Context: an optimization exercise on an open-source flow, tuned for small area, a short achievable clock period and few clock cycles per item. The choices shown serve that exercise and are no tape-out recipe. At most, simulation tests tie the RTL to the original design; equivalence was not proved. The RTL of runs 3 and 4 was laid out without a check of its function.

==> flow/design.v <==
module calc (
                  input [7:0]  inpA ,
                  input [7:0]  inpB ,
                  input [01:0] inpOpType ,
                  output[15:0] outC  ,
                  input        iValid ,
                  output       iStall ,
                  input        oStall ,
                  output       oValid ,
                  input        clk ,
                  input        rstn
                  ) ;
   reg         v0, v1, vo, vs ;
   reg         nvo, nvs ;
   reg  [7:0]  a0, b0 ;
   reg  [1:0]  op0 ;
   reg         dv1 ;           
   reg  [19:0] r1 ;
   reg  [15:0] ro, rs ;
   wire        frz  = ~nvs ;              
   wire        take = ~oStall | nvo ;     
   wire        sub  = op0[0] ;
   wire [7:0]  bx   = b0 ^ {8{sub}} ;
   wire [8:0]  ac ;
   wire [7:0]  as ;
   assign ac[0] = sub ;
   genvar j ;
   generate
     for (j = 0; j < 8; j = j + 1) begin : g_as
       assign as[j]   = a0[j] ^ bx[j] ^ ac[j] ;
       assign ac[j+1] = (a0[j] & bx[j]) | (a0[j] & ac[j]) | (bx[j] & ac[j]) ;
     end
   endgenerate
   wire        ov   = ac[8] ^ sub ;           
   wire [15:0] r_as = {{7{ov & sub}}, ov, as} ;
   wire [15:0] r_mul ;
   wire m_pp0_0 = a0[0] & b0[0];
   wire m_pp0_1 = a0[0] & b0[1];
   wire m_pp0_2 = a0[0] & b0[2];
   wire m_pp0_3 = a0[0] & b0[3];
   wire m_pp0_4 = a0[0] & b0[4];
   wire m_pp0_5 = a0[0] & b0[5];
   wire m_pp0_6 = a0[0] & b0[6];
   wire m_pp0_7 = a0[0] & b0[7];
   wire m_pp1_0 = a0[1] & b0[0];
   wire m_pp1_1 = a0[1] & b0[1];
   wire m_pp1_2 = a0[1] & b0[2];
   wire m_pp1_3 = a0[1] & b0[3];
   wire m_pp1_4 = a0[1] & b0[4];
   wire m_pp1_5 = a0[1] & b0[5];
   wire m_pp1_6 = a0[1] & b0[6];
   wire m_pp1_7 = a0[1] & b0[7];
   wire m_pp2_0 = a0[2] & b0[0];
   wire m_pp2_1 = a0[2] & b0[1];
   wire m_pp2_2 = a0[2] & b0[2];
   wire m_pp2_3 = a0[2] & b0[3];
   wire m_pp2_4 = a0[2] & b0[4];
   wire m_pp2_5 = a0[2] & b0[5];
   wire m_pp2_6 = a0[2] & b0[6];
   wire m_pp2_7 = a0[2] & b0[7];
   wire m_pp3_0 = a0[3] & b0[0];
   wire m_pp3_1 = a0[3] & b0[1];
   wire m_pp3_2 = a0[3] & b0[2];
   wire m_pp3_3 = a0[3] & b0[3];
   wire m_pp3_4 = a0[3] & b0[4];
   wire m_pp3_5 = a0[3] & b0[5];
   wire m_pp3_6 = a0[3] & b0[6];
   wire m_pp3_7 = a0[3] & b0[7];
   wire m_pp4_0 = a0[4] & b0[0];
   wire m_pp4_1 = a0[4] & b0[1];
   wire m_pp4_2 = a0[4] & b0[2];
   wire m_pp4_3 = a0[4] & b0[3];
   wire m_pp4_4 = a0[4] & b0[4];
   wire m_pp4_5 = a0[4] & b0[5];
   wire m_pp4_6 = a0[4] & b0[6];
   wire m_pp4_7 = a0[4] & b0[7];
   wire m_pp5_0 = a0[5] & b0[0];
   wire m_pp5_1 = a0[5] & b0[1];
   wire m_pp5_2 = a0[5] & b0[2];
   wire m_pp5_3 = a0[5] & b0[3];
   wire m_pp5_4 = a0[5] & b0[4];
   wire m_pp5_5 = a0[5] & b0[5];
   wire m_pp5_6 = a0[5] & b0[6];
   wire m_pp5_7 = a0[5] & b0[7];
   wire m_pp6_0 = a0[6] & b0[0];
   wire m_pp6_1 = a0[6] & b0[1];
   wire m_pp6_2 = a0[6] & b0[2];
   wire m_pp6_3 = a0[6] & b0[3];
   wire m_pp6_4 = a0[6] & b0[4];
   wire m_pp6_5 = a0[6] & b0[5];
   wire m_pp6_6 = a0[6] & b0[6];
   wire m_pp6_7 = a0[6] & b0[7];
   wire m_pp7_0 = a0[7] & b0[0];
   wire m_pp7_1 = a0[7] & b0[1];
   wire m_pp7_2 = a0[7] & b0[2];
   wire m_pp7_3 = a0[7] & b0[3];
   wire m_pp7_4 = a0[7] & b0[4];
   wire m_pp7_5 = a0[7] & b0[5];
   wire m_pp7_6 = a0[7] & b0[6];
   wire m_pp7_7 = a0[7] & b0[7];
   wire m_w1 = m_pp0_6 ^ m_pp1_5;
   wire m_w2 = m_pp0_6 & m_pp1_5;
   wire m_w3 = m_pp0_7 ^ m_pp1_6 ^ m_pp2_5;
   wire m_w4 = (m_pp0_7 & m_pp1_6) | (m_pp0_7 & m_pp2_5) | (m_pp1_6 & m_pp2_5);
   wire m_w5 = m_pp3_4 ^ m_pp4_3;
   wire m_w6 = m_pp3_4 & m_pp4_3;
   wire m_w7 = m_pp1_7 ^ m_pp2_6 ^ m_pp3_5;
   wire m_w8 = (m_pp1_7 & m_pp2_6) | (m_pp1_7 & m_pp3_5) | (m_pp2_6 & m_pp3_5);
   wire m_w9 = m_pp4_4 ^ m_pp5_3;
   wire m_w10 = m_pp4_4 & m_pp5_3;
   wire m_w11 = m_pp2_7 ^ m_pp3_6 ^ m_pp4_5;
   wire m_w12 = (m_pp2_7 & m_pp3_6) | (m_pp2_7 & m_pp4_5) | (m_pp3_6 & m_pp4_5);
   wire m_w13 = m_pp0_4 ^ m_pp1_3;
   wire m_w14 = m_pp0_4 & m_pp1_3;
   wire m_w15 = m_pp0_5 ^ m_pp1_4 ^ m_pp2_3;
   wire m_w16 = (m_pp0_5 & m_pp1_4) | (m_pp0_5 & m_pp2_3) | (m_pp1_4 & m_pp2_3);
   wire m_w17 = m_pp3_2 ^ m_pp4_1;
   wire m_w18 = m_pp3_2 & m_pp4_1;
   wire m_w19 = m_w1 ^ m_pp2_4 ^ m_pp3_3;
   wire m_w20 = (m_w1 & m_pp2_4) | (m_w1 & m_pp3_3) | (m_pp2_4 & m_pp3_3);
   wire m_w21 = m_pp4_2 ^ m_pp5_1 ^ m_pp6_0;
   wire m_w22 = (m_pp4_2 & m_pp5_1) | (m_pp4_2 & m_pp6_0) | (m_pp5_1 & m_pp6_0);
   wire m_w23 = m_w3 ^ m_w5 ^ m_pp5_2;
   wire m_w24 = (m_w3 & m_w5) | (m_w3 & m_pp5_2) | (m_w5 & m_pp5_2);
   wire m_w25 = m_pp6_1 ^ m_pp7_0 ^ m_w2;
   wire m_w26 = (m_pp6_1 & m_pp7_0) | (m_pp6_1 & m_w2) | (m_pp7_0 & m_w2);
   wire m_w27 = m_w7 ^ m_w9 ^ m_pp6_2;
   wire m_w28 = (m_w7 & m_w9) | (m_w7 & m_pp6_2) | (m_w9 & m_pp6_2);
   wire m_w29 = m_pp7_1 ^ m_w4 ^ m_w6;
   wire m_w30 = (m_pp7_1 & m_w4) | (m_pp7_1 & m_w6) | (m_w4 & m_w6);
   wire m_w31 = m_w11 ^ m_pp5_4 ^ m_pp6_3;
   wire m_w32 = (m_w11 & m_pp5_4) | (m_w11 & m_pp6_3) | (m_pp5_4 & m_pp6_3);
   wire m_w33 = m_pp7_2 ^ m_w8 ^ m_w10;
   wire m_w34 = (m_pp7_2 & m_w8) | (m_pp7_2 & m_w10) | (m_w8 & m_w10);
   wire m_w35 = m_pp3_7 ^ m_pp4_6 ^ m_pp5_5;
   wire m_w36 = (m_pp3_7 & m_pp4_6) | (m_pp3_7 & m_pp5_5) | (m_pp4_6 & m_pp5_5);
   wire m_w37 = m_pp6_4 ^ m_pp7_3 ^ m_w12;
   wire m_w38 = (m_pp6_4 & m_pp7_3) | (m_pp6_4 & m_w12) | (m_pp7_3 & m_w12);
   wire m_w39 = m_pp4_7 ^ m_pp5_6 ^ m_pp6_5;
   wire m_w40 = (m_pp4_7 & m_pp5_6) | (m_pp4_7 & m_pp6_5) | (m_pp5_6 & m_pp6_5);
   wire m_w41 = m_pp0_3 ^ m_pp1_2;
   wire m_w42 = m_pp0_3 & m_pp1_2;
   wire m_w43 = m_w13 ^ m_pp2_2 ^ m_pp3_1;
   wire m_w44 = (m_w13 & m_pp2_2) | (m_w13 & m_pp3_1) | (m_pp2_2 & m_pp3_1);
   wire m_w45 = m_w15 ^ m_w17 ^ m_pp5_0;
   wire m_w46 = (m_w15 & m_w17) | (m_w15 & m_pp5_0) | (m_w17 & m_pp5_0);
   wire m_w47 = m_w19 ^ m_w21 ^ m_w16;
   wire m_w48 = (m_w19 & m_w21) | (m_w19 & m_w16) | (m_w21 & m_w16);
   wire m_w49 = m_w23 ^ m_w25 ^ m_w20;
   wire m_w50 = (m_w23 & m_w25) | (m_w23 & m_w20) | (m_w25 & m_w20);
   wire m_w51 = m_w27 ^ m_w29 ^ m_w24;
   wire m_w52 = (m_w27 & m_w29) | (m_w27 & m_w24) | (m_w29 & m_w24);
   wire m_w53 = m_w31 ^ m_w33 ^ m_w28;
   wire m_w54 = (m_w31 & m_w33) | (m_w31 & m_w28) | (m_w33 & m_w28);
   wire m_w55 = m_w35 ^ m_w37 ^ m_w32;
   wire m_w56 = (m_w35 & m_w37) | (m_w35 & m_w32) | (m_w37 & m_w32);
   wire m_w57 = m_w39 ^ m_pp7_4 ^ m_w36;
   wire m_w58 = (m_w39 & m_pp7_4) | (m_w39 & m_w36) | (m_pp7_4 & m_w36);
   wire m_w59 = m_pp5_7 ^ m_pp6_6 ^ m_pp7_5;
   wire m_w60 = (m_pp5_7 & m_pp6_6) | (m_pp5_7 & m_pp7_5) | (m_pp6_6 & m_pp7_5);
   wire m_w61 = m_pp0_2 ^ m_pp1_1;
   wire m_w62 = m_pp0_2 & m_pp1_1;
   wire m_w63 = m_w41 ^ m_pp2_1 ^ m_pp3_0;
   wire m_w64 = (m_w41 & m_pp2_1) | (m_w41 & m_pp3_0) | (m_pp2_1 & m_pp3_0);
   wire m_w65 = m_w43 ^ m_pp4_0 ^ m_w42;
   wire m_w66 = (m_w43 & m_pp4_0) | (m_w43 & m_w42) | (m_pp4_0 & m_w42);
   wire m_w67 = m_w45 ^ m_w14 ^ m_w44;
   wire m_w68 = (m_w45 & m_w14) | (m_w45 & m_w44) | (m_w14 & m_w44);
   wire m_w69 = m_w47 ^ m_w18 ^ m_w46;
   wire m_w70 = (m_w47 & m_w18) | (m_w47 & m_w46) | (m_w18 & m_w46);
   wire m_w71 = m_w49 ^ m_w22 ^ m_w48;
   wire m_w72 = (m_w49 & m_w22) | (m_w49 & m_w48) | (m_w22 & m_w48);
   wire m_w73 = m_w51 ^ m_w26 ^ m_w50;
   wire m_w74 = (m_w51 & m_w26) | (m_w51 & m_w50) | (m_w26 & m_w50);
   wire m_w75 = m_w53 ^ m_w30 ^ m_w52;
   wire m_w76 = (m_w53 & m_w30) | (m_w53 & m_w52) | (m_w30 & m_w52);
   wire m_w77 = m_w55 ^ m_w34 ^ m_w54;
   wire m_w78 = (m_w55 & m_w34) | (m_w55 & m_w54) | (m_w34 & m_w54);
   wire m_w79 = m_w57 ^ m_w38 ^ m_w56;
   wire m_w80 = (m_w57 & m_w38) | (m_w57 & m_w56) | (m_w38 & m_w56);
   wire m_w81 = m_w59 ^ m_w40 ^ m_w58;
   wire m_w82 = (m_w59 & m_w40) | (m_w59 & m_w58) | (m_w40 & m_w58);
   wire m_w83 = m_pp6_7 ^ m_pp7_6 ^ m_w60;
   wire m_w84 = (m_pp6_7 & m_pp7_6) | (m_pp6_7 & m_w60) | (m_pp7_6 & m_w60);
   wire m_w85 = m_pp0_1 ^ m_pp1_0;
   wire m_w86 = m_pp0_1 & m_pp1_0;
   wire m_w87 = m_w61 ^ m_pp2_0 ^ m_w86;
   wire m_w88 = (m_w61 & m_pp2_0) | (m_w61 & m_w86) | (m_pp2_0 & m_w86);
   wire m_w89 = m_w63 ^ m_w62 ^ m_w88;
   wire m_w90 = (m_w63 & m_w62) | (m_w63 & m_w88) | (m_w62 & m_w88);
   wire m_w91 = m_w65 ^ m_w64 ^ m_w90;
   wire m_w92 = (m_w65 & m_w64) | (m_w65 & m_w90) | (m_w64 & m_w90);
   wire m_w93 = m_w67 ^ m_w66 ^ m_w92;
   wire m_w94 = (m_w67 & m_w66) | (m_w67 & m_w92) | (m_w66 & m_w92);
   wire m_w95 = m_w69 ^ m_w68 ^ m_w94;
   wire m_w96 = (m_w69 & m_w68) | (m_w69 & m_w94) | (m_w68 & m_w94);
   wire m_w97 = m_w71 ^ m_w70 ^ m_w96;
   wire m_w98 = (m_w71 & m_w70) | (m_w71 & m_w96) | (m_w70 & m_w96);
   wire m_w99 = m_w73 ^ m_w72 ^ m_w98;
   wire m_w100 = (m_w73 & m_w72) | (m_w73 & m_w98) | (m_w72 & m_w98);
   wire m_w101 = m_w75 ^ m_w74 ^ m_w100;
   wire m_w102 = (m_w75 & m_w74) | (m_w75 & m_w100) | (m_w74 & m_w100);
   wire m_w103 = m_w77 ^ m_w76 ^ m_w102;
   wire m_w104 = (m_w77 & m_w76) | (m_w77 & m_w102) | (m_w76 & m_w102);
   wire m_w105 = m_w79 ^ m_w78 ^ m_w104;
   wire m_w106 = (m_w79 & m_w78) | (m_w79 & m_w104) | (m_w78 & m_w104);
   wire m_w107 = m_w81 ^ m_w80 ^ m_w106;
   wire m_w108 = (m_w81 & m_w80) | (m_w81 & m_w106) | (m_w80 & m_w106);
   wire m_w109 = m_w83 ^ m_w82 ^ m_w108;
   wire m_w110 = (m_w83 & m_w82) | (m_w83 & m_w108) | (m_w82 & m_w108);
   wire m_w111 = m_pp7_7 ^ m_w84 ^ m_w110;
   wire m_w112 = (m_pp7_7 & m_w84) | (m_pp7_7 & m_w110) | (m_w84 & m_w110);
   wire m_w113 = 1'b0 ^ m_w112;
   wire m_w114 = 1'b0 & m_w112;
   assign r_mul = {m_w113,m_w111,m_w109,m_w107,m_w105,m_w103,m_w101,m_w99,m_w97,m_w95,m_w93,m_w91,m_w89,m_w87,m_w85,m_pp0_0};
   wire dhhz1 = ~|b0[7:1] ;
   wire dhhz2 = ~|b0[7:2] ;
   wire dhhz3 = ~|b0[7:3] ;
   wire dhhz4 = ~|b0[7:4] ;
   wire dhhz5 = ~|b0[7:5] ;
   wire dhhz6 = ~|b0[7:6] ;
   wire dhhz7 = ~|b0[7:7] ;
   wire dhhz8 = 1'b1 ;
   wire dh7_hz = dhhz1 ;
   wire [1:0] dh7_br ;
   wire [0:0] dh7_d ;
   assign dh7_br[0] = 1'b0 ;
   assign dh7_d[0] = a0[7] ^ b0[0] ^ dh7_br[0] ;
   assign dh7_br[1] = (~a0[7] & b0[0]) | (~(a0[7] ^ b0[0]) & dh7_br[0]) ;
   wire dh7_q = dh7_hz & ~dh7_br[1] ;
   wire dh7_r0 = dh7_q ? dh7_d[0] : a0[7] ;
   wire dh6_hz = dhhz2 ;
   wire [2:0] dh6_br ;
   wire [1:0] dh6_d ;
   assign dh6_br[0] = 1'b0 ;
   assign dh6_d[0] = a0[6] ^ b0[0] ^ dh6_br[0] ;
   assign dh6_br[1] = (~a0[6] & b0[0]) | (~(a0[6] ^ b0[0]) & dh6_br[0]) ;
   assign dh6_d[1] = dh7_r0 ^ b0[1] ^ dh6_br[1] ;
   assign dh6_br[2] = (~dh7_r0 & b0[1]) | (~(dh7_r0 ^ b0[1]) & dh6_br[1]) ;
   wire dh6_q = dh6_hz & ~dh6_br[2] ;
   wire dh6_r0 = dh6_q ? dh6_d[0] : a0[6] ;
   wire dh6_r1 = dh6_q ? dh6_d[1] : dh7_r0 ;
   wire dh5_hz = dhhz3 ;
   wire [3:0] dh5_br ;
   wire [2:0] dh5_d ;
   assign dh5_br[0] = 1'b0 ;
   assign dh5_d[0] = a0[5] ^ b0[0] ^ dh5_br[0] ;
   assign dh5_br[1] = (~a0[5] & b0[0]) | (~(a0[5] ^ b0[0]) & dh5_br[0]) ;
   assign dh5_d[1] = dh6_r0 ^ b0[1] ^ dh5_br[1] ;
   assign dh5_br[2] = (~dh6_r0 & b0[1]) | (~(dh6_r0 ^ b0[1]) & dh5_br[1]) ;
   assign dh5_d[2] = dh6_r1 ^ b0[2] ^ dh5_br[2] ;
   assign dh5_br[3] = (~dh6_r1 & b0[2]) | (~(dh6_r1 ^ b0[2]) & dh5_br[2]) ;
   wire dh5_q = dh5_hz & ~dh5_br[3] ;
   wire dh5_r0 = dh5_q ? dh5_d[0] : a0[5] ;
   wire dh5_r1 = dh5_q ? dh5_d[1] : dh6_r0 ;
   wire dh5_r2 = dh5_q ? dh5_d[2] : dh6_r1 ;
   wire dh4_hz = dhhz4 ;
   wire [4:0] dh4_br ;
   wire [3:0] dh4_d ;
   assign dh4_br[0] = 1'b0 ;
   assign dh4_d[0] = a0[4] ^ b0[0] ^ dh4_br[0] ;
   assign dh4_br[1] = (~a0[4] & b0[0]) | (~(a0[4] ^ b0[0]) & dh4_br[0]) ;
   assign dh4_d[1] = dh5_r0 ^ b0[1] ^ dh4_br[1] ;
   assign dh4_br[2] = (~dh5_r0 & b0[1]) | (~(dh5_r0 ^ b0[1]) & dh4_br[1]) ;
   assign dh4_d[2] = dh5_r1 ^ b0[2] ^ dh4_br[2] ;
   assign dh4_br[3] = (~dh5_r1 & b0[2]) | (~(dh5_r1 ^ b0[2]) & dh4_br[2]) ;
   assign dh4_d[3] = dh5_r2 ^ b0[3] ^ dh4_br[3] ;
   assign dh4_br[4] = (~dh5_r2 & b0[3]) | (~(dh5_r2 ^ b0[3]) & dh4_br[3]) ;
   wire dh4_q = dh4_hz & ~dh4_br[4] ;
   wire dh4_r0 = dh4_q ? dh4_d[0] : a0[4] ;
   wire dh4_r1 = dh4_q ? dh4_d[1] : dh5_r0 ;
   wire dh4_r2 = dh4_q ? dh4_d[2] : dh5_r1 ;
   wire dh4_r3 = dh4_q ? dh4_d[3] : dh5_r2 ;
   wire [19:0] dstate = {b0, {dh7_q, dh6_q, dh5_q, dh4_q}, {dh4_r3, dh4_r2, dh4_r1, dh4_r0}, a0[3:0]} ;
   wire        dv0  = op0[1] & op0[0] ;
   wire [19:0] r1_n = {dstate[19:16], dv0 ? dstate[15:0] : (op0[1] ? r_mul : r_as)} ;
   wire [7:0]  b1 = r1[19:12] ;
   wire dlhz1 = ~|b1[7:1] ;
   wire dlhz2 = ~|b1[7:2] ;
   wire dlhz3 = ~|b1[7:3] ;
   wire dlhz4 = ~|b1[7:4] ;
   wire dlhz5 = ~|b1[7:5] ;
   wire dlhz6 = ~|b1[7:6] ;
   wire dlhz7 = ~|b1[7:7] ;
   wire dlhz8 = 1'b1 ;
   wire dl3_hz = dlhz5 ;
   wire [5:0] dl3_br ;
   wire [4:0] dl3_d ;
   assign dl3_br[0] = 1'b0 ;
   assign dl3_d[0] = r1[3] ^ b1[0] ^ dl3_br[0] ;
   assign dl3_br[1] = (~r1[3] & b1[0]) | (~(r1[3] ^ b1[0]) & dl3_br[0]) ;
   assign dl3_d[1] = r1[4] ^ b1[1] ^ dl3_br[1] ;
   assign dl3_br[2] = (~r1[4] & b1[1]) | (~(r1[4] ^ b1[1]) & dl3_br[1]) ;
   assign dl3_d[2] = r1[5] ^ b1[2] ^ dl3_br[2] ;
   assign dl3_br[3] = (~r1[5] & b1[2]) | (~(r1[5] ^ b1[2]) & dl3_br[2]) ;
   assign dl3_d[3] = r1[6] ^ b1[3] ^ dl3_br[3] ;
   assign dl3_br[4] = (~r1[6] & b1[3]) | (~(r1[6] ^ b1[3]) & dl3_br[3]) ;
   assign dl3_d[4] = r1[7] ^ b1[4] ^ dl3_br[4] ;
   assign dl3_br[5] = (~r1[7] & b1[4]) | (~(r1[7] ^ b1[4]) & dl3_br[4]) ;
   wire dl3_q = dl3_hz & ~dl3_br[5] ;
   wire dl3_r0 = dl3_q ? dl3_d[0] : r1[3] ;
   wire dl3_r1 = dl3_q ? dl3_d[1] : r1[4] ;
   wire dl3_r2 = dl3_q ? dl3_d[2] : r1[5] ;
   wire dl3_r3 = dl3_q ? dl3_d[3] : r1[6] ;
   wire dl3_r4 = dl3_q ? dl3_d[4] : r1[7] ;
   wire dl2_hz = dlhz6 ;
   wire [6:0] dl2_br ;
   wire [5:0] dl2_d ;
   assign dl2_br[0] = 1'b0 ;
   assign dl2_d[0] = r1[2] ^ b1[0] ^ dl2_br[0] ;
   assign dl2_br[1] = (~r1[2] & b1[0]) | (~(r1[2] ^ b1[0]) & dl2_br[0]) ;
   assign dl2_d[1] = dl3_r0 ^ b1[1] ^ dl2_br[1] ;
   assign dl2_br[2] = (~dl3_r0 & b1[1]) | (~(dl3_r0 ^ b1[1]) & dl2_br[1]) ;
   assign dl2_d[2] = dl3_r1 ^ b1[2] ^ dl2_br[2] ;
   assign dl2_br[3] = (~dl3_r1 & b1[2]) | (~(dl3_r1 ^ b1[2]) & dl2_br[2]) ;
   assign dl2_d[3] = dl3_r2 ^ b1[3] ^ dl2_br[3] ;
   assign dl2_br[4] = (~dl3_r2 & b1[3]) | (~(dl3_r2 ^ b1[3]) & dl2_br[3]) ;
   assign dl2_d[4] = dl3_r3 ^ b1[4] ^ dl2_br[4] ;
   assign dl2_br[5] = (~dl3_r3 & b1[4]) | (~(dl3_r3 ^ b1[4]) & dl2_br[4]) ;
   assign dl2_d[5] = dl3_r4 ^ b1[5] ^ dl2_br[5] ;
   assign dl2_br[6] = (~dl3_r4 & b1[5]) | (~(dl3_r4 ^ b1[5]) & dl2_br[5]) ;
   wire dl2_q = dl2_hz & ~dl2_br[6] ;
   wire dl2_r0 = dl2_q ? dl2_d[0] : r1[2] ;
   wire dl2_r1 = dl2_q ? dl2_d[1] : dl3_r0 ;
   wire dl2_r2 = dl2_q ? dl2_d[2] : dl3_r1 ;
   wire dl2_r3 = dl2_q ? dl2_d[3] : dl3_r2 ;
   wire dl2_r4 = dl2_q ? dl2_d[4] : dl3_r3 ;
   wire dl2_r5 = dl2_q ? dl2_d[5] : dl3_r4 ;
   wire dl1_hz = dlhz7 ;
   wire [7:0] dl1_br ;
   wire [6:0] dl1_d ;
   assign dl1_br[0] = 1'b0 ;
   wire dl1_g0 = ~r1[1] & b1[0] ;
   wire dl1_p0 = ~(r1[1] ^ b1[0]) ;
   wire dl1_g1 = ~dl2_r0 & b1[1] ;
   wire dl1_p1 = ~(dl2_r0 ^ b1[1]) ;
   wire dl1_g2 = ~dl2_r1 & b1[2] ;
   wire dl1_p2 = ~(dl2_r1 ^ b1[2]) ;
   wire dl1_g3 = ~dl2_r2 & b1[3] ;
   wire dl1_p3 = ~(dl2_r2 ^ b1[3]) ;
   wire dl1_g4 = ~dl2_r3 & b1[4] ;
   wire dl1_p4 = ~(dl2_r3 ^ b1[4]) ;
   wire dl1_g5 = ~dl2_r4 & b1[5] ;
   wire dl1_p5 = ~(dl2_r4 ^ b1[5]) ;
   wire dl1_g6 = ~dl2_r5 & b1[6] ;
   wire dl1_p6 = ~(dl2_r5 ^ b1[6]) ;
   assign dl1_br[1] = dl1_g0 | (dl1_p0 & dl1_br[0]) ;
   assign dl1_br[2] = dl1_g1 | (dl1_p1 & dl1_g0) | (dl1_p1 & dl1_p0 & dl1_br[0]) ;
   assign dl1_br[3] = dl1_g2 | (dl1_p2 & dl1_br[2]) ;
   assign dl1_br[4] = dl1_g3 | (dl1_p3 & dl1_g2) | (dl1_p3 & dl1_p2 & dl1_br[2]) ;
   assign dl1_br[5] = dl1_g4 | (dl1_p4 & dl1_br[4]) ;
   assign dl1_br[6] = dl1_g5 | (dl1_p5 & dl1_g4) | (dl1_p5 & dl1_p4 & dl1_br[4]) ;
   assign dl1_br[7] = dl1_g6 | (dl1_p6 & dl1_br[6]) ;
   assign dl1_d[0] = r1[1] ^ b1[0] ^ dl1_br[0] ;
   assign dl1_d[1] = dl2_r0 ^ b1[1] ^ dl1_br[1] ;
   assign dl1_d[2] = dl2_r1 ^ b1[2] ^ dl1_br[2] ;
   assign dl1_d[3] = dl2_r2 ^ b1[3] ^ dl1_br[3] ;
   assign dl1_d[4] = dl2_r3 ^ b1[4] ^ dl1_br[4] ;
   assign dl1_d[5] = dl2_r4 ^ b1[5] ^ dl1_br[5] ;
   assign dl1_d[6] = dl2_r5 ^ b1[6] ^ dl1_br[6] ;
   wire dl1_q = dl1_hz & ~dl1_br[7] ;
   wire dl1_r0 = dl1_q ? dl1_d[0] : r1[1] ;
   wire dl1_r1 = dl1_q ? dl1_d[1] : dl2_r0 ;
   wire dl1_r2 = dl1_q ? dl1_d[2] : dl2_r1 ;
   wire dl1_r3 = dl1_q ? dl1_d[3] : dl2_r2 ;
   wire dl1_r4 = dl1_q ? dl1_d[4] : dl2_r3 ;
   wire dl1_r5 = dl1_q ? dl1_d[5] : dl2_r4 ;
   wire dl1_r6 = dl1_q ? dl1_d[6] : dl2_r5 ;
   wire dl0_hz = dlhz8 ;
   wire [8:0] dl0_br ;
   wire [7:0] dl0_d ;
   assign dl0_br[0] = 1'b0 ;
   wire dl0_g0 = ~r1[0] & b1[0] ;
   wire dl0_p0 = ~(r1[0] ^ b1[0]) ;
   wire dl0_g1 = ~dl1_r0 & b1[1] ;
   wire dl0_p1 = ~(dl1_r0 ^ b1[1]) ;
   wire dl0_g2 = ~dl1_r1 & b1[2] ;
   wire dl0_p2 = ~(dl1_r1 ^ b1[2]) ;
   wire dl0_g3 = ~dl1_r2 & b1[3] ;
   wire dl0_p3 = ~(dl1_r2 ^ b1[3]) ;
   wire dl0_g4 = ~dl1_r3 & b1[4] ;
   wire dl0_p4 = ~(dl1_r3 ^ b1[4]) ;
   wire dl0_g5 = ~dl1_r4 & b1[5] ;
   wire dl0_p5 = ~(dl1_r4 ^ b1[5]) ;
   wire dl0_g6 = ~dl1_r5 & b1[6] ;
   wire dl0_p6 = ~(dl1_r5 ^ b1[6]) ;
   wire dl0_g7 = ~dl1_r6 & b1[7] ;
   wire dl0_p7 = ~(dl1_r6 ^ b1[7]) ;
   assign dl0_br[1] = dl0_g0 | (dl0_p0 & dl0_br[0]) ;
   assign dl0_br[2] = dl0_g1 | (dl0_p1 & dl0_g0) | (dl0_p1 & dl0_p0 & dl0_br[0]) ;
   assign dl0_br[3] = dl0_g2 | (dl0_p2 & dl0_br[2]) ;
   assign dl0_br[4] = dl0_g3 | (dl0_p3 & dl0_g2) | (dl0_p3 & dl0_p2 & dl0_br[2]) ;
   assign dl0_br[5] = dl0_g4 | (dl0_p4 & dl0_br[4]) ;
   assign dl0_br[6] = dl0_g5 | (dl0_p5 & dl0_g4) | (dl0_p5 & dl0_p4 & dl0_br[4]) ;
   assign dl0_br[7] = dl0_g6 | (dl0_p6 & dl0_br[6]) ;
   assign dl0_br[8] = dl0_g7 | (dl0_p7 & dl0_g6) | (dl0_p7 & dl0_p6 & dl0_br[6]) ;
   assign dl0_d[0] = r1[0] ^ b1[0] ^ dl0_br[0] ;
   assign dl0_d[1] = dl1_r0 ^ b1[1] ^ dl0_br[1] ;
   assign dl0_d[2] = dl1_r1 ^ b1[2] ^ dl0_br[2] ;
   assign dl0_d[3] = dl1_r2 ^ b1[3] ^ dl0_br[3] ;
   assign dl0_d[4] = dl1_r3 ^ b1[4] ^ dl0_br[4] ;
   assign dl0_d[5] = dl1_r4 ^ b1[5] ^ dl0_br[5] ;
   assign dl0_d[6] = dl1_r5 ^ b1[6] ^ dl0_br[6] ;
   assign dl0_d[7] = dl1_r6 ^ b1[7] ^ dl0_br[7] ;
   wire dl0_q = dl0_hz & ~dl0_br[8] ;
   wire [15:0] res = dv1 ? ((b1 == 8'd0) ? 16'd0 : {8'd0, r1[11:8], {dl3_q, dl2_q, dl1_q, dl0_q}})
                         : r1[15:0] ;
   reg         vo_n, vs_n ;
   always @* begin
     vo_n = ~nvo ;
     vs_n = frz ;
     if (take) begin
       if (frz) begin
         vo_n = 1'b1 ;
         vs_n = 1'b0 ;
       end
       else vo_n = v1 ;
     end
     else if (!frz) vs_n = v1 ;
   end
always @(posedge clk or negedge rstn) begin
  if (!rstn) begin
    v0  <= 1'b0 ;
    v1  <= 1'b0 ;
    vo  <= 1'b0 ;
    vs  <= 1'b0 ;
    nvo <= 1'b1 ;
    nvs <= 1'b1 ;
  end
  else begin
    if (!frz) begin
      v0 <= iValid ;
      v1 <= v0 ;
    end
    vo  <= vo_n ;
    vs  <= vs_n ;
    nvo <= ~vo_n ;
    nvs <= ~vs_n ;
  end
end
always @(posedge clk) begin
  if (!frz) begin
    a0  <= inpA ;
    b0  <= inpB ;
    op0 <= inpOpType ;
    dv1 <= dv0 ;
    r1  <= r1_n ;
  end
  if (take) ro <= frz ? rs : res ;
  if (!frz) rs <= res ;
end
assign iStall = vs ;
assign oValid = vo ;
assign outC   = ro ;
endmodule
==> flow/flow/run.sh <==
#!/bin/bash
set -euo pipefail
R=$(pwd)/orfs/results/sky130hd/calc/base

# the standard synthesis, kept for its register names
bash standard.sh synth > 1_standard_synth.log 2>&1
cp "$R/1_2_yosys.v" std_1_2_yosys.v

# the same synthesis without ABC in Yosys's synth
rm -f "$R/1_2_yosys.v" "$R/1_synth.odb" "$R/1_synth.sdc"
if bash standard.sh SYNTH_ARGS=-noabc "$R/1_2_yosys.v" > 2_noabc_synth.log 2>&1 &&
   python3 flow/rename_regs.py std_1_2_yosys.v "$R/1_2_yosys.v" renamed_1_2_yosys.v > 3_rename.log 2>&1; then
  cp renamed_1_2_yosys.v "$R/1_2_yosys.v"
else
  echo "no-abc synthesis not used" >> 3_rename.log
  cp std_1_2_yosys.v "$R/1_2_yosys.v"
fi
touch "$R/1_2_yosys.v"

bash standard.sh BUFFER_PORTS_ARGS="-buffer_cell sky130_fd_sc_hd__buf_2" SETUP_SLACK_MARGIN=29.55 finish > 4_layout.log 2>&1
==> flow/flow/rename_regs.py <==
#!/usr/bin/env python3
"""rename_regs.py STD NEW OUT

STD and NEW are two Yosys netlists of the same design, from the standard
synthesis and from the same synthesis with `synth -noabc`. Their registers are
the same but may differ in the suffix Yosys puts after the register's name
(for example ro[0]$_DFFE_PN_ against ro[0]$_DFFE_PP_: the polarity of the
enable, before it was mapped to the library's enable flip-flop). Write NEW to
OUT with each register instance renamed to the standard synthesis's name.
Exit 1, writing nothing, unless every register pairs one to one, with the
same cell type."""
import re, sys

REG = re.compile(r'^\s*(sky130_fd_sc_hd__\w*df\w*)\s+(\\\S+|\S+)\s*\(', re.M)

def regs(text):
    out = {}
    for cell, name in REG.findall(text):
        base = name.lstrip('\\').split('$')[0]
        if base in out:
            raise SystemExit(f"two registers with base name {base}")
        out[base] = (cell, name)
    return out

std_t = open(sys.argv[1]).read()
new_t = open(sys.argv[2]).read()
std, new = regs(std_t), regs(new_t)
if set(std) != set(new):
    sys.exit(f"register sets differ: {sorted(set(std) ^ set(new))[:10]}")
for b in std:
    if std[b][0] != new[b][0]:
        sys.exit(f"cell type differs for {b}: {std[b][0]} {new[b][0]}")
n = 0
def sub(m):
    global n
    cell, name = m.group(1), m.group(2)
    base = name.lstrip('\\').split('$')[0]
    want = std[base][1]
    if want != name:
        n += 1
    return m.group(0).replace(name, want, 1)
out = REG.sub(sub, new_t)
# no name may be used twice
names = [nm for _, nm in REG.findall(out)]
assert len(names) == len(set(names))
open(sys.argv[3], 'w').write(out)
print(f"{len(std)} registers paired, {n} renamed")
==> flow/standard.sh <==
#!/bin/bash
# synth_recipe.tcl (not shown) runs the flow's synth.tcl, then flattens the netlist and writes it again
# the make line also repeats each setting of config.mk as NAME=value (left out here)
make -C /OpenROAD-flow-scripts/flow DESIGN_CONFIG=/design/flow/config.mk WORK_HOME=/design/flow/orfs CLKGATE_MAP_FILE= SYNTH_SCRIPT=/design/flow/synth_recipe.tcl "${@:-finish}"
==> flow/config.mk <==
export PLATFORM = sky130hd
export DESIGN_NAME = calc
export DESIGN_NICKNAME = calc
export VERILOG_FILES = /design/flow/design.v
export SDC_FILE = /design/flow/constraint.sdc
export NUM_CORES = 4
export LEC_CHECK = 0
export CAP_MARGIN = 20
export CORE_MARGIN = 2
export CORE_UTILIZATION = 40
export CTS_BUF_LIST = sky130_fd_sc_hd__clkbuf_8
export SLEW_MARGIN = 20
==> flow/constraint.sdc <==
create_clock -name core_clock -period 38.0 [get_ports {clk}]
set_input_delay 7.6000 -clock core_clock [delete_from_list [all_inputs] [get_ports {clk}]]
set_output_delay 7.6000 -clock core_clock [all_outputs]
set_load 0.01 [all_outputs]
==> flow_summary.json, run 1 <==
{
  "hold_viol": 0,
  "hold_path.class": "flop to flop",
  "multi_input_area_um2": 3490,
  "crit_type": "flop to output pin",
  "max_slew_margin": 0.480,
  "nNetsFinal": 644,
  "path_clk_slew_ns": 0.09,
  "placed_cells": 674,
  "wl_um": 12000,
  "fin_crit_ns": 8.49,
  "grt_pass1_vias": 3855,
  "critPathSlowestCell": "edfxtp_1",
  "via_count": 3588,
  "routedWlPerCell_um": 17.1,
  "yosysSeqAreaShare": 0.370,
  "syn_area_per_cell_um2": 12.1,
  "cp-end-kind": "output pin",
  "grt_first_pass_wirelength_um": 19700,
  "die_area_um2": 15300,
  "synth_nets": 602,
  "postLayoutCoreUtil": 0.460,
  "placed_cell_area_um2": 6120,
  "synth_edf_count": 55,
  "grtUsageTotal": 0.172,
  "rows": 43,
  "cp_num_buf_inv": 1,
  "max_freq_mhz": 118,
  "arrival_ns": 0.89,
  "synth_area_um2": 5740,
  "synthCells": 473,
  "outcome": "finished clean",
  "maxCapViolations": 0,
  "antenna_cells": 0,
  "drive_above_1_share": 0.192,
  "fin_tns_setup_ns": 0,
  "synth-main-ff-cell": "edfxtp_1",
  "postCtsHoldBufs": 0,
  "max_stage_delay_ns": 0.37,
  "drc": 0,
  "critPathLaunchType": "flop",
  "design_area_um2": 6410,
  "post-route-period-util": 0.224,
  "crit_required_ns": 30.40,
  "drv_slew": 0,
  "clk_latency_ns": 0.38,
  "die_w_um": 124,
  "dieHeight_um": 124,
  "cts_root_buf": "clkbuf_8",
  "hpwlAfterDp_um": 8640,
  "ant_nets": 0,
  "skew_ns": 0.0133,
  "io_pins": 40,
  "numPortBuffers": 39,
  "clk_path_buf_depth": 2,
  "clock-sinks": 77,
  "dr.pass1.iters": 4,
  "crit_family": "flip-flops",
  "start_util": 0.412,
  "place.gp.congestion": 0.880,
  "finalSetupViolCount": 0,
  "rsz0062_at_grt": "yes",
  "worstPathCellList": "buf_2",
  "grt_max_degree": 68,
  "tightest_slew_ns": 0.780,
  "coreArea_um2": 13900,
  "seq_area_um2": 2120,
  "synth-seq-cells": 77,
  "antenna_found_initial": 0,
  "num-fill-cells": 1289,
  "cts_buffers": 9,
  "cts_tree": "built",
  "globalRouteOverflowTotal": 0,
  "htreeDepth": 3,
  "cp_max_fo": 1,
  "first_iter_violations": 208,
  "via_per_inst": 5.13,
  "ys_warn_count": 1,
  "synth.distinct_cells": 41,
  "fin_cells": 700,
  "syn2layout_area_growth_pct": 11.6,
  "async_flop_share": 0.0779
}
## registers in the layout, indices dropped and copies added, names as in the netlist
signal and cells:
nvs 1, ro 16, r1 20, nvo 1, a0 8, rs 16, op0 2, b0 8
v0 1, vo 1, vs 1, dv1 1, v1 1
## stage by stage
step / setup slack [ns] / hold WS (ns)
after detailed placement: 28.97 / 0.463
after CTS: 29.47 / 0.482
after floorplan: 29.56 / 0.424
after global placement: 29.28 / 0.449
after global routing: 29.41 / 0.517
final: 29.51 / 0.473
## kinds of logic (layout without fill, tap and decap cells)
family | count (synthesis) | after routing | share of synthesized area
AND/OR/NAND/NOR | 136 | 136 | 0.132
multiplexers | 24 | 24 | 0.0447
AO/OA/AOI/OAI | 72 | 72 | 0.0767
buffers and inverters | 48 | 95 | 0.0316
flip-flops | 77 | 77 | 0.370
XOR/XNOR | 9 | 9 | 0.0137
adder cells (fa/ha/maj) | 107 | 107 | 0.331
## final timing paths
kind                       slack (ns)  startpoint  depth (start not counted)      end
min reg2reg                      0.47      rs[15]                          2   rs[15]
min in group asynchronous        7.03        rstn                          1       v1
max                             29.51       ro[0]                          1  outC[0]
max in group asynchronous       30.76        rstn                          1      nvo
max reg2reg                     29.69      r1[12]                         29    ro[0]
min                              0.47      rs[15]                          2   rs[15]
## tightest hold or removal path, stage by stage (launching register included)
cell	delay [ns]
dfxtp_1	0.30
inv_1	0.04
o21ai_0	0.08
## cells in the mapped netlist, types with 5 or more instances
library cell  number  share of area
fa_1              75           0.26
and2_1            60          0.065
edfxtp_1          55           0.29
nand2_1           36          0.024
ha_1              32          0.070
inv_1             28          0.018
o21ai_0           24          0.021
clkbuf_1          17          0.011
a21oi_1           16          0.014
dfxtp_1           16          0.056
mux2_2            13          0.025
nor2_1            12         0.0078
mux2i_1           11          0.019
nor2b_1           11          0.012
xor2_1             9          0.014
a21o_1             6         0.0078
nor3_1             5         0.0044
o211ai_1           5         0.0065
## final cells by class
| class | instances | area share |
|---|---|---|
| inverters | 28 | 0.0164 |
| clock inverters | 7 | 0.00859 |
| well taps | 180 | 0.0351 |
| multi-input cells | 348 | 0.545 |
| clock buffers | 9 | 0.0193 |
| flip-flops and latches | 77 | 0.331 |
| repair buffers | 51 | 0.0445 |
## cells in the final DEF (no fill, tap or decap), drive strengths merged, types with 5 or more instances in the layout
cell type	count
o211ai	5
nor2b	11
mux2i	11
nand2	36
a21o	6
nor3	6
buf	51
xor2	9
o21ai	26
a21oi	16
mux2	13
inv	33
nor2	12
fa	75
dfxtp	16
clkbuf	9
ha	32
edfxtp	55
and2	60
## what timing repair did
action / 4_1_cts / 5_1_grt
pin swaps: 2 / 5
gates resized for setup: 1 / 9
gates cloned: 0 / 0
endpoints found under the setup margin: 20 / 20
setup buffers: 5 / 5
## layer usage
layer,track usage,wire length [um],vias up
met1,0.216,5360,1793
met5,0,0,-
met4,0.0703,284,0
met3,0.0311,409,24
li1,-,-,1694
met2,0.294,5940,77
Testbench counts, summed over its fixed seeds: cycles 12,024, items 12,000.
==> inputs of run 2 (changes only) <==
--- a/flow/config.mk
+++ b/flow/config.mk
@@ -5,6 +5,7 @@
 export SDC_FILE = /design/flow/constraint.sdc
 export NUM_CORES = 4
 export LEC_CHECK = 0
+export ABC_AREA = 1
 export CAP_MARGIN = 20
 export CORE_MARGIN = 2
 export CORE_UTILIZATION = 40
==> flow_summary.json, run 2 <==
{
  "synth-seq-cells": 77,
  "synth_top_cell_area_share": 0.278,
  "r2r_setup_slack_ns": 30.03,
  "worstPathCellList": "buf_2",
  "post-place-ws_ns": 29.39,
  "via_count": 4001,
  "reg_top3": "r1 x20, ro x16, rs x16",
  "largest-register": "r1",
  "die_w_um": 126,
  "yosys-top-cells-area": "edfxtp_1 (28%), fa_1 (25%), nand2_1 (9.4%)",
  "critPathLaunch": "ro[9]",
  "drive_above_1_share": 0.132,
  "syn2layout_area_growth_pct": 7.86,
  "cts_buffers": 9,
  "postLayoutCoreUtil": 0.441,
  "hold_viol": 0,
  "rows": 44,
  "antenna_found_initial": 0,
  "multi_input_area_um2": 3250,
  "finalSetupViolCount": 0,
  "clock-sinks": 77,
  "r2r_end": "ro[0]",
  "post-route-period-util": 0.224,
  "fin_crit_ns": 8.50,
  "hpwlAfterDp_um": 9180,
  "synth-main-ff-cell": "edfxtp_1",
  "wl_um": 12200,
  "synth_area_leader_cell": "edfxtp_1",
  "wl_met1_um": 5280,
  "rsz0062_at_grt": "yes",
  "cp.depth": 1,
  "crit_family": "flip-flops",
  "maxCapViolations": 0,
  "top_layer": "met4",
  "ant_nets": 0,
  "grt_pass1_vias": 4250,
  "route.met3.wl_um": 521,
  "async_flop_share": 0.0779,
  "hold_path.class": "flop to flop",
  "synthCells": 590,
  "die_area_um2": 15800,
  "max_stage_delay_ns": 0.38,
  "post-cts-setup-buffers": 0,
  "max_slew_margin": 0.381,
  "cp_num_buf_inv": 1,
  "grt_first_pass_wirelength_um": 20700,
  "routedWlPerCell_um": 15.2,
  "final_common_cell": "nand2_1",
  "io_pins": 40,
  "cts_root_buf": "clkbuf_8",
  "reg2regPathDepth": 35,
  "coreArea_um2": 14500,
  "start_util": 0.408,
  "htreeDepth": 3,
  "place.gp.congestion": 0.842,
  "dr.pass1.iters": 4,
  "endpoint": "outC[9]",
  "clk_latency_ns": 0.38,
  "yosysSeqAreaShare": 0.358,
  "antenna_cells": 0,
  "via_per_inst": 4.98,
  "crit_type": "flop to output pin",
  "most-common-layout-cells": "nand2_1 (148), inv_1 (109), fa_1 (75)",
  "seq_area_um2": 2120,
  "outcome": "finished clean",
  "critPathLaunchType": "flop",
  "synth.most_common_cell": "nand2_1",
  "grtUsageTotal": 0.165,
  "path_clk_slew_ns": 0.08,
  "ys_warn_count": 1,
  "clk_path_buf_depth": 2,
  "synth_nets": 719,
  "critPathSlowestCell": "edfxtp_1",
  "numPortBuffers": 39,
  "synth_edf_count": 55,
  "max_freq_mhz": 118,
  "drv_slew": 0,
  "cp-end-kind": "output pin",
  "nNetsFinal": 744,
  "synth.distinct_cells": 39,
  "regToRegStartpoint": "r1[12]",
  "arrival_ns": 0.90,
  "dieHeight_um": 126,
  "num-fill-cells": 1416,
  "syn_area_per_cell_um2": 10.1,
  "synth_area_um2": 5940,
  "grt_max_degree": 50,
  "tightest_slew_ns": 0.925,
  "fin_tns_setup_ns": 0,
  "crit_required_ns": 30.40,
  "synth_common_cells": "nand2_1 (148), inv_1 (109), fa_1 (75)",
  "drc": 0,
  "wl_met2_um": 6120,
  "fin_ws_ns": 29.50,
  "cp_max_fo": 1,
  "first_iter_violations": 204,
  "largest_reg_flops": 20,
  "cts_tree": "built",
  "hp-start": "rs[10]",
  "globalRouteOverflowTotal": 0,
  "skew_ns": 0.0249
}
run 2: changes by cell type in the layout (fill, tap and decap cells not counted), sizes merged, moves of 10 or more:
cell	before	now
nand2	36	156
inv	33	115
and2	60	1
nand3	0	21
mux2	13	0
a21oi	16	5
buf	51	40
nor2b	11	0
mux2i	11	1
run 2: area by class of cell:
type | instances | area share
Clock buffer | 10 | 0.0215
Clock inverter | 6 | 0.00586
Inverter | 111 | 0.0651
Multi-Input combinational cell | 376 | 0.508
Sequential cell | 77 | 0.332
Tap cell | 184 | 0.0360
Timing Repair Buffer | 40 | 0.0317
run 2: kinds of logic (layout without fill, tap and decap cells):
group	Yosys count	after routing	share of synthesized area
AO/OA/AOI/OAI	53	53	0.0628
XOR/XNOR	9	9	0.0133
adder cells (fa/ha/maj)	107	107	0.320
buffers and inverters	137	167	0.0953
flip-flops	77	77	0.358
multiplexers	1	1	0.00169
AND/OR/NAND/NOR	206	206	0.149
run 2: worst min-delay path: cells and delay by family (launching register included):
family	cells	cell delay, ns
compound gates	1	0.06
flops	1	0.30
simple gates	1	0.05
run 2: metrics by stage:
step	cells	hold slack, ns	cell area (um^2)
after CTS	804	0.475	6400
after global placement	788	0.454	6220
final	804	0.469	6400
after global routing	804	0.502	6400
after floorplan	590	0.426	5940
after detailed placement	788	0.450	6220
run 2: layer usage:
layer  up-vias  global-route usage
met5         -                   0
met4         0              0.0705
met2        99               0.284
li1       1894                   -
met3        23              0.0297
met1      1985               0.205
run 2: worst min path at each step:
stage	end	slack, ns	cells after the start
after floorplan	rs[3]	0.43	2
after global placement	v0	0.45	2
after detailed placement	rs[3]	0.45	2
after CTS	rs[10]	0.47	2
after global routing	rs[3]	0.50	2
final	rs[10]	0.47	2
run 2: timing repair:
action,CTS,global route
pin swaps,0,0
endpoints found under the hold margin,0,0
hold buffers,0,0
resized for setup,0,3
endpoints found under the setup margin,18,20
==> inputs of run 3 (changes only) <==
--- a/flow/design.v
+++ b/flow/design.v
@@ -405,6 +405,7 @@
    wire dl0_q = dl0_hz & ~dl0_br[8] ;
    wire [15:0] res = dv1 ? ((b1 == 8'd0) ? 16'd0 : {8'd0, r1[11:8], {dl3_q, dl2_q, dl1_q, dl0_q}})
                          : r1[15:0] ;
+   wire [15:0] rsel = frz ? rs : res ;
    reg         vo_n, vs_n ;
    always @* begin
      vo_n = ~nvo ;
@@ -446,8 +447,8 @@
     dv1 <= dv0 ;
     r1  <= r1_n ;
   end
-  if (take) ro <= frz ? rs : res ;
-  if (!frz) rs <= res ;
+  if (take) ro <= rsel ;
+  rs <= rsel ;
 end
 assign iStall = vs ;
 assign oValid = vo ;
==> flow_summary.json, run 3 <==
{
  "outcome": "finished clean",
  "dr.pass1.iters": 4,
  "die_area_um2": 15800,
  "final_common_cell": "nand2_1",
  "antenna_found_initial": 0,
  "nNetsFinal": 744,
  "synth.distinct_cells": 39,
  "synth_common_cells": "nand2_1 (148), inv_1 (109), fa_1 (75)",
  "reg2regPathDepth": 35,
  "synth_top_cell_area_share": 0.278,
  "hold_viol": 0,
  "synth_edf_count": 55,
  "via_count": 3911,
  "regToRegStartpoint": "r1[12]",
  "cts_root_buf": "clkbuf_8",
  "grt_max_degree": 50,
  "synth.most_common_cell": "nand2_1",
  "cp_num_buf_inv": 1,
  "fin_crit_ns": 8.50,
  "grtUsageMet3": 0.0289,
  "cts_buffers": 9,
  "finalSetupViolCount": 0,
  "synth_nets": 719,
  "arrival_ns": 0.90,
  "via_per_inst": 4.86,
  "most-common-layout-cells": "nand2_1 (148), inv_1 (108), fa_1 (75)",
  "largest-register": "r1",
  "fin_cells": 804,
  "ys_warn_count": 1,
  "grt_pass1_vias": 4149,
  "crit_family": "flip-flops",
  "start_util": 0.408,
  "crit_required_ns": 30.40,
  "skew_ns": 0.0194,
  "critPathLaunch": "ro[8]",
  "dieHeight_um": 126,
  "antenna_cells": 0,
  "reg_top3": "r1 x20, ro x16, rs x16",
  "critPathLaunchType": "flop",
  "hold_path.class": "flop to flop",
  "max_slew_margin": 0.380,
  "grtUsageMet2": 0.273,
  "synth_area_leader_cell": "edfxtp_1",
  "synth-seq-cells": 77,
  "clk_latency_ns": 0.36,
  "r2r_end": "ro[0]",
  "ant_nets": 0,
  "cp_max_fo": 1,
  "clock-sinks": 77,
  "drive_above_1_share": 0.134,
  "synth_area_um2": 5940,
  "die_w_um": 126,
  "worstPathCellList": "buf_2",
  "endpoint": "outC[8]",
  "rsz0062_at_grt": "yes",
  "critPathSlowestCell": "edfxtp_1",
  "crit_type": "flop to output pin",
  "max_stage_delay_ns": 0.39,
  "postCtsHoldBufs": 0,
  "wl_um": 11800,
  "hpwlAfterDp_um": 8970,
  "cts_tree": "built",
  "tightest_slew_ns": 0.927,
  "max_freq_mhz": 118,
  "async_flop_share": 0.0779,
  "maxCapViolations": 0,
  "drc": 0,
  "yosysSeqAreaShare": 0.358,
  "post-route-period-util": 0.224,
  "grt_first_pass_wirelength_um": 20300,
  "whs_ns": 0.470,
  "post-cts-setup-buffers": 0,
  "place.gp.congestion": 0.836,
  "synthCells": 590,
  "met1_usage": 0.207,
  "placed_cells": 788,
  "yosys-top-cells-area": "edfxtp_1 (28%), fa_1 (25%), nand2_1 (9.4%)",
  "r2r_setup_slack_ns": 30.06,
  "synth-main-ff-cell": "edfxtp_1",
  "path_clk_slew_ns": 0.09,
  "gr-max-usage-layer": "met2",
  "postLayoutCoreUtil": 0.442,
  "rows": 44,
  "htreeDepth": 3,
  "drv_slew": 0,
  "coreArea_um2": 14500,
  "grtUsageTotal": 0.161,
  "syn_area_per_cell_um2": 10.1,
  "cp.depth": 1,
  "cp-end-kind": "output pin",
  "numPortBuffers": 39,
  "largest_reg_flops": 20,
  "globalRouteOverflowTotal": 0,
  "routedWlPerCell_um": 14.6,
  "fin_tns_setup_ns": 0,
  "io_pins": 40,
  "syn2layout_area_growth_pct": 8.26,
  "first_iter_violations": 241,
  "clk_path_buf_depth": 2
}
==> run 3: worst min path at each step <==
stage / from / endpoint / cells past startpoint
finish: rs[10] / rs[10] / 2
global route: rs[3] / rs[3] / 2
CTS: rs[10] / rs[10] / 2
detailed placement: rs[3] / rs[3] / 2
global placement: rs[3] / rs[3] / 2
floorplan: rs[3] / rs[3] / 2
==> run 3: cell families (layout without fill, tap and decap cells) <==
group / Yosys count / after routing / share of synthesized area
buffers and inverters: 137 / 167 / 0.0953
multiplexers: 1 / 1 / 0.00169
adder cells (fa/ha/maj): 107 / 107 / 0.320
AO/OA/AOI/OAI: 53 / 53 / 0.0628
flip-flops: 77 / 77 / 0.358
XOR/XNOR: 9 / 9 / 0.0133
AND/OR/NAND/NOR: 206 / 206 / 0.149
==> run 3: through the flow <==
stage	setup slack (ns)	area, um^2
after floorplan	29.62	5940
after global placement	29.43	6220
after detailed placement	29.37	6220
after CTS	29.47	6420
after global routing	29.45	6430
final	29.50	6430
==> run 3: layout make-up <==
| class | instances | area, um^2 |
|---|---|---|
| clock buffer | 9 | 124 |
| clock inverter | 7 | 80.1 |
| fill | 1382 | 8110 |
| inverter | 111 | 417 |
| multi-input combinational | 376 | 3250 |
| sequential | 77 | 2120 |
| tap | 184 | 230 |
| timing repair buffer | 40 | 203 |
==> run 3: routing by layer <==
layer,share of wire,vias to the layer above,wire length [um]
li1,-,1892,-
met1,0.44,1909,5140
met4,0.015,0,181
met2,0.50,96,5870
met3,0.049,14,571
met5,0,-,0
==> run 3: what timing repair did <==
item | CTS | global route
resized for setup | 0 | 2
endpoints found under the setup margin | 18 | 20
gates cloned | 0 | 0
==> inputs of run 4 (changes only) <==
--- a/flow/config.mk
+++ b/flow/config.mk
@@ -8,6 +8,6 @@
 export ABC_AREA = 1
 export CAP_MARGIN = 20
 export CORE_MARGIN = 2
-export CORE_UTILIZATION = 40
+export CORE_UTILIZATION = 65
 export CTS_BUF_LIST = sky130_fd_sc_hd__clkbuf_8
 export SLEW_MARGIN = 20
==> flow_summary.json, run 4 <==
{
  "grtUsageTotal": 0.263,
  "syn_area_per_cell_um2": 10.1,
  "design_area_um2": 6340,
  "finalSetupViolCount": 0,
  "hold_viol": 0,
  "die_w_um": 99.6,
  "crit_required_ns": 30.40,
  "synth_xor_area_frac": 0.0133,
  "synth_area_leader_cell": "edfxtp_1",
  "die_area_um2": 9910,
  "outcome": "finished clean",
  "grt_first_pass_wirelength_um": 20200,
  "via_count": 3935,
  "num-fill-cells": 662,
  "yosys-top-cells-area": "edfxtp_1 (28%), fa_1 (25%), nand2_1 (9.4%)",
  "critPathLaunchType": "flop",
  "synth_common_cells": "nand2_1 (148), inv_1 (109), fa_1 (75)",
  "async_flop_share": 0.0779,
  "placed_cell_area_um2": 6120,
  "arrival_ns": 0.88,
  "skew_ns": 0.0165,
  "critPathSlowestCell": "edfxtp_1",
  "synth-main-ff-cell": "edfxtp_1",
  "wl_um": 11900,
  "cts_tree": "built",
  "hpwlAfterDp_um": 8960,
  "clk_path_buf_depth": 2,
  "cp-end-kind": "output pin",
  "place.gp.congestion": 0.868,
  "path_clk_slew_ns": 0.09,
  "postLayoutCoreUtil": 0.720,
  "synthCells": 590,
  "tightest_slew_ns": 0.955,
  "largest-register": "r1",
  "largest_reg_flops": 20,
  "nNetsFinal": 743,
  "synthMuxAreaShare": 0.00169,
  "drive_above_1_share": 0.134,
  "antenna_cells": 0,
  "cp_num_buf_inv": 1,
  "syn2layout_area_growth_pct": 6.77,
  "synth-seq-cells": 77,
  "globalRouteOverflowTotal": 0,
  "synth_edf_count": 55,
  "reg_top3": "r1 x20, ro x16, rs x16",
  "drv_slew": 0,
  "max_slew_margin": 0.361,
  "clk_latency_ns": 0.35,
  "yosysSeqAreaShare": 0.358,
  "final_common_cell": "nand2_1",
  "ys_warn_count": 1,
  "synthSimpleGateAreaFrac": 0.149,
  "synth_area_um2": 5940,
  "cp_max_fo": 1,
  "dieHeight_um": 99.6,
  "synth_adder_area_share": 0.320,
  "grt_pass1_vias": 4135,
  "synth_top_cell_area_share": 0.278,
  "hold_path.class": "flop to flop",
  "start_util": 0.674,
  "dr.pass1.iters": 5,
  "post-route-period-util": 0.223,
  "max_stage_delay_ns": 0.38,
  "rows": 34,
  "post-cts-setup-buffers": 0,
  "io_pins": 40,
  "via_per_inst": 5.41,
  "synth_nets": 719,
  "first_iter_violations": 218,
  "coreArea_um2": 8810,
  "clock-sinks": 77,
  "worstPathCellList": "buf_2",
  "crit_family": "flip-flops",
  "max_freq_mhz": 118,
  "fin_tns_setup_ns": 0,
  "numPortBuffers": 39,
  "maxCapViolations": 0,
  "grt_max_degree": 50,
  "cts_root_buf": "clkbuf_8",
  "htreeDepth": 3,
  "fin_crit_ns": 8.48,
  "rsz0062_at_grt": "yes",
  "synth.distinct_cells": 39,
  "synth_top_family_by_area": "adder cells",
  "synth.most_common_cell": "nand2_1",
  "cts_buffers": 9,
  "antenna_found_initial": 0,
  "drc": 0,
  "ant_nets": 0,
  "synth_compound_area_frac": 0.0628,
  "most-common-layout-cells": "nand2_1 (147), inv_1 (108), fa_1 (75)",
  "routedWlPerCell_um": 16.3,
  "crit_type": "flop to output pin"
}
[run 4: worst paths after layout]
check	startpoint	end	slack (ns)	cells past startpoint
hold reg to reg	rs[14]	rs[14]	0.47	2
hold / removal	rs[14]	rs[14]	0.47	2
setup / recovery	ro[10]	outC[10]	29.52	1
setup reg to reg	r1[12]	ro[0]	30.05	35
max in group asynchronous	rstn	nvo	30.73	1
min in group asynchronous	rstn	vo	7.05	1
[run 4: through the flow]
| stage | setup WS, ns | instances | hold slack, ns |
|---|---|---|---|
| global placement | 29.40 | 711 | 0.445 |
| global route | 29.49 | 727 | 0.504 |
| finish | 29.52 | 727 | 0.473 |
| detailed placement | 29.38 | 711 | 0.445 |
| floorplan | 29.62 | 590 | 0.426 |
| CTS | 29.51 | 727 | 0.477 |
[run 4: layout make-up]
class | instances | area (um^2) | share of cell area
Sequential cell | 77 | 2130 | 0.336
Inverter | 111 | 417 | 0.0657
Multi-Input combinational cell | 376 | 3250 | 0.513
Clock inverter | 7 | 87.6 | 0.0138
Tap cell | 108 | 135 | 0.0213
Timing Repair Buffer | 39 | 195 | 0.0308
Clock buffer | 9 | 124 | 0.0195
[run 4: cell families after synthesis]
kind of cell	after synthesis
compound gates	53
xor+xnor	9
fa+ha+maj	107
buf+inv	137
flops	77
mux	1
simple gates	206
[run 4: repair_timing]
action | CTS | global route
endpoints found under the setup margin | 18 | 20
hold buffers | 0 | 0
resized for setup | 0 | 3
[run 4: per-layer routing]
layer | global-route usage | part of all wire | up-vias
met5 | 0 | 0 | -
met4 | 0.0811 | 0.017 | 0
met3 | 0.0450 | 0.052 | 21
met2 | 0.459 | 0.52 | 121
met1 | 0.338 | 0.41 | 1902
li1 | - | - | 1891
==> inputs of run 5 (changes only) <==
--- a/flow/design.v
+++ b/flow/design.v
@@ -405,7 +405,6 @@
    wire dl0_q = dl0_hz & ~dl0_br[8] ;
    wire [15:0] res = dv1 ? ((b1 == 8'd0) ? 16'd0 : {8'd0, r1[11:8], {dl3_q, dl2_q, dl1_q, dl0_q}})
                          : r1[15:0] ;
-   wire [15:0] rsel = frz ? rs : res ;
    reg         vo_n, vs_n ;
    always @* begin
      vo_n = ~nvo ;
@@ -447,8 +446,8 @@
     dv1 <= dv0 ;
     r1  <= r1_n ;
   end
-  if (take) ro <= rsel ;
-  rs <= rsel ;
+  if (take) ro <= frz ? rs : res ;
+  if (!frz) rs <= res ;
 end
 assign iStall = vs ;
 assign oValid = vo ;
--- a/flow/flow/run.sh
+++ b/flow/flow/run.sh
@@ -17,4 +17,4 @@
 fi
 touch "$R/1_2_yosys.v"
 
-bash standard.sh BUFFER_PORTS_ARGS="-buffer_cell sky130_fd_sc_hd__buf_2" SETUP_SLACK_MARGIN=29.55 finish > 4_layout.log 2>&1
+bash standard.sh BUFFER_PORTS_ARGS="-buffer_cell sky130_fd_sc_hd__buf_1" SETUP_SLACK_MARGIN=29.55 finish > 4_layout.log 2>&1
--- a/flow/config.mk
+++ b/flow/config.mk
@@ -8,6 +8,6 @@
 export ABC_AREA = 1
 export CAP_MARGIN = 20
 export CORE_MARGIN = 2
-export CORE_UTILIZATION = 65
+export CORE_UTILIZATION = 40
 export CTS_BUF_LIST = sky130_fd_sc_hd__clkbuf_8
 export SLEW_MARGIN = 20
==> flow_summary.json, run 5 <==
{
  "outcome": "finished clean",
  "syn_area_per_cell_um2": 10.1,
  "maxCapViolations": 0,
  "postCtsHoldBufs": 0,
  "hpwlAfterDp_um": 9140,
  "tightest_slew_ns": 0.943,
  "cp_max_fo": 1,
  "drc": 0,
  "dr.pass1.iters": 4,
  "grt_max_degree": 50,
  "rows": 44,
  "antenna_cells": 0,
  "via_count": 4017,
  "cts_buffers": 9,
  "synth_edf_count": 55,
  "r2r_setup_slack_ns": 30.00,
  "synth_area_leader_cell": "edfxtp_1",
  "max_slew_margin": 0.369,
  "finalSetupViolCount": 0,
  "clock-sinks": 77,
  "r2r_end": "ro[0]",
  "drv_slew": 0,
  "grt_first_pass_wirelength_um": 21100,
  "max_freq_mhz": 118,
  "hp-start": "rs[10]",
  "start_util": 0.408,
  "largest-register": "r1",
  "critPathLaunch": "ro[14]",
  "critPathLaunchType": "flop",
  "crit_type": "flop to output pin",
  "antenna_found_initial": 0,
  "yosysSeqAreaShare": 0.358,
  "fin_crit_ns": 8.48,
  "synth-main-ff-cell": "edfxtp_1",
  "crit_required_ns": 30.40,
  "globalRouteOverflowTotal": 0,
  "post-route-period-util": 0.223,
  "hold_viol": 0,
  "dieHeight_um": 126,
  "ys_warn_count": 1,
  "drive_above_1_share": 0.0962,
  "die_w_um": 126,
  "clk_latency_ns": 0.37,
  "max_stage_delay_ns": 0.38,
  "final_common_cell": "nand2_1",
  "design_area_um2": 6450,
  "multi_input_area_um2": 3250,
  "synth_area_um2": 5940,
  "most-common-layout-cells": "nand2_1 (148), inv_1 (109), fa_1 (75)",
  "num-fill-cells": 1414,
  "holdPathEnd": "rs[10]",
  "grt_pass1_vias": 4248,
  "synthCells": 590,
  "cp_num_buf_inv": 1,
  "first_iter_violations": 279,
  "synth.most_common_cell": "nand2_1",
  "ant_nets": 0,
  "synth_common_cells": "nand2_1 (148), inv_1 (109), fa_1 (75)",
  "synth-seq-cells": 77,
  "cts_root_buf": "clkbuf_8",
  "hold_path.class": "flop to flop",
  "yosys-top-cells-area": "edfxtp_1 (28%), fa_1 (25%), nand2_1 (9.4%)",
  "io_pins": 40,
  "syn2layout_area_growth_pct": 8.66,
  "rsz0062_at_grt": "yes",
  "die_area_um2": 15800,
  "path_clk_slew_ns": 0.08,
  "fin_cells": 808,
  "regToRegStartpoint": "r1[3]",
  "crit_family": "flip-flops",
  "cp-end-kind": "output pin",
  "postLayoutCoreUtil": 0.444,
  "synth_top_cell_area_share": 0.278,
  "synth_nets": 719,
  "numPortBuffers": 39,
  "holdPathStages": 2,
  "largest_reg_flops": 20,
  "grtUsageTotal": 0.168,
  "placed_cell_area_um2": 6170,
  "critPathSlowestCell": "edfxtp_1",
  "worstPathCellList": "buf_1",
  "via_per_inst": 4.97,
  "coreArea_um2": 14500,
  "arrival_ns": 0.88,
  "clk_path_buf_depth": 2,
  "reg2regPathDepth": 37,
  "wl_um": 12200,
  "seq_area_um2": 2120,
  "cp.depth": 1,
  "nNetsFinal": 748,
  "routedWlPerCell_um": 15.1,
  "htreeDepth": 3,
  "place.gp.congestion": 0.880,
  "reg_top3": "r1 x20, ro x16, rs x16",
  "synth.distinct_cells": 39,
  "async_flop_share": 0.0779,
  "fin_tns_setup_ns": 0,
  "placed_cells": 788,
  "cts_tree": "built",
  "skew_ns": 0.0156
}
[run 5: cell counts after synthesis]
Identical to the previous run, type by type.
[run 5: per-layer routing]
layer | part of all wire | track usage | vias to the layer above
met3 | 0.042 | 0.0259 | 27
li1 | - | - | 1903
met2 | 0.49 | 0.283 | 111
met1 | 0.44 | 0.215 | 1976
met5 | 0 | 0 | -
met4 | 0.028 | 0.0776 | 0
[run 5: worst max path at each step]
stage                     to  slack, ns
floorplan              ro[0]      29.62
global placement       ro[0]      29.45
detailed placement    ro[14]      29.40
CTS                 outC[14]      29.48
global route        outC[14]      29.48
finish              outC[14]      29.52
[run 5: cell families (layout without fill, tap and decap cells)]
kind of cell | count (synthesis) | after routing | synth area share
fa+ha+maj | 107 | 107 | 0.320
compound gates | 53 | 53 | 0.0628
buf+inv | 137 | 171 | 0.0953
mux | 1 | 1 | 0.00169
xor+xnor | 9 | 9 | 0.0133
simple gates | 206 | 206 | 0.149
flops | 77 | 77 | 0.358
[run 5: stage by stage]
step / hold slack, ns / setup slack (ns)
final: 0.472 / 29.52
after floorplan: 0.426 / 29.62
after global routing: 0.506 / 29.48
after detailed placement: 0.459 / 29.40
after CTS: 0.472 / 29.48
after global placement: 0.452 / 29.45
[run 5: final cells by class]
type	count	share of cell area
Clock buffer	9	0.0192
Clock inverter	7	0.0155
Inverter	111	0.0652
Multi-Input combinational cell	376	0.504
Sequential cell	77	0.329
Tap cell	184	0.0357
Timing Repair Buffer	43	0.0299
Timing Repair inverter	1	0.000776
[run 5: repair_timing]
item / in CTS / in global routing
setup endpoints to repair: 18 / 20
gates resized for setup: 0 / 16
cloned: 0 / 1
setup buffers: 0 / 3
hold endpoints to repair: 0 / 0
[run 5: worst register-to-register path: cells and delay by family (launching register included)]
kind            cells  cell delay [ns]
fa+ha+maj          13             4.88
buf+inv             5             0.68
compound gates      3             0.21
simple gates       16             1.65
flops               1             0.34
Testbench counts of run 5, summed over its fixed seeds: cycles 12,024, items 12,000.

-- re-timing with driven ports --
Ports are ideal in the flow. The routed layouts listed here were re-timed in OpenROAD. Step 1, drivers: a clkbuf_16 drives clk and a buf_2 each remaining input, both assumed. Step 2 times the ports against the registers' clock, not the clock port: input delays grow and output delays shrink by t, the midpoint of the rising clock arrivals with the driver on. a / b / c = no drivers / after step 1 / after step 2; a / b = the first two.
| run | t, ns | setup slack, ns | pins driven straight from the clock port |
|---|---|---|---|
| run 1 | 0.408 | 29.506 / 29.473 / 29.355 | 1 |
| run 2 | 0.397 | 29.504 / 29.470 / 29.404 | 1 |
| run 3 | 0.387 | 29.498 / 29.465 / 29.405 | 1 |
| run 4 | 0.379 | 29.522 / 29.487 / 29.397 | 1 |
| run 5 | 0.401 | 29.521 / 29.486 / 29.406 | 1 |
After both steps setup and hold are still met in every run listed. For run 1, which loses most, drivers alone change the setup slack by -0.033 ns; drivers and shift together by -0.151 ns.
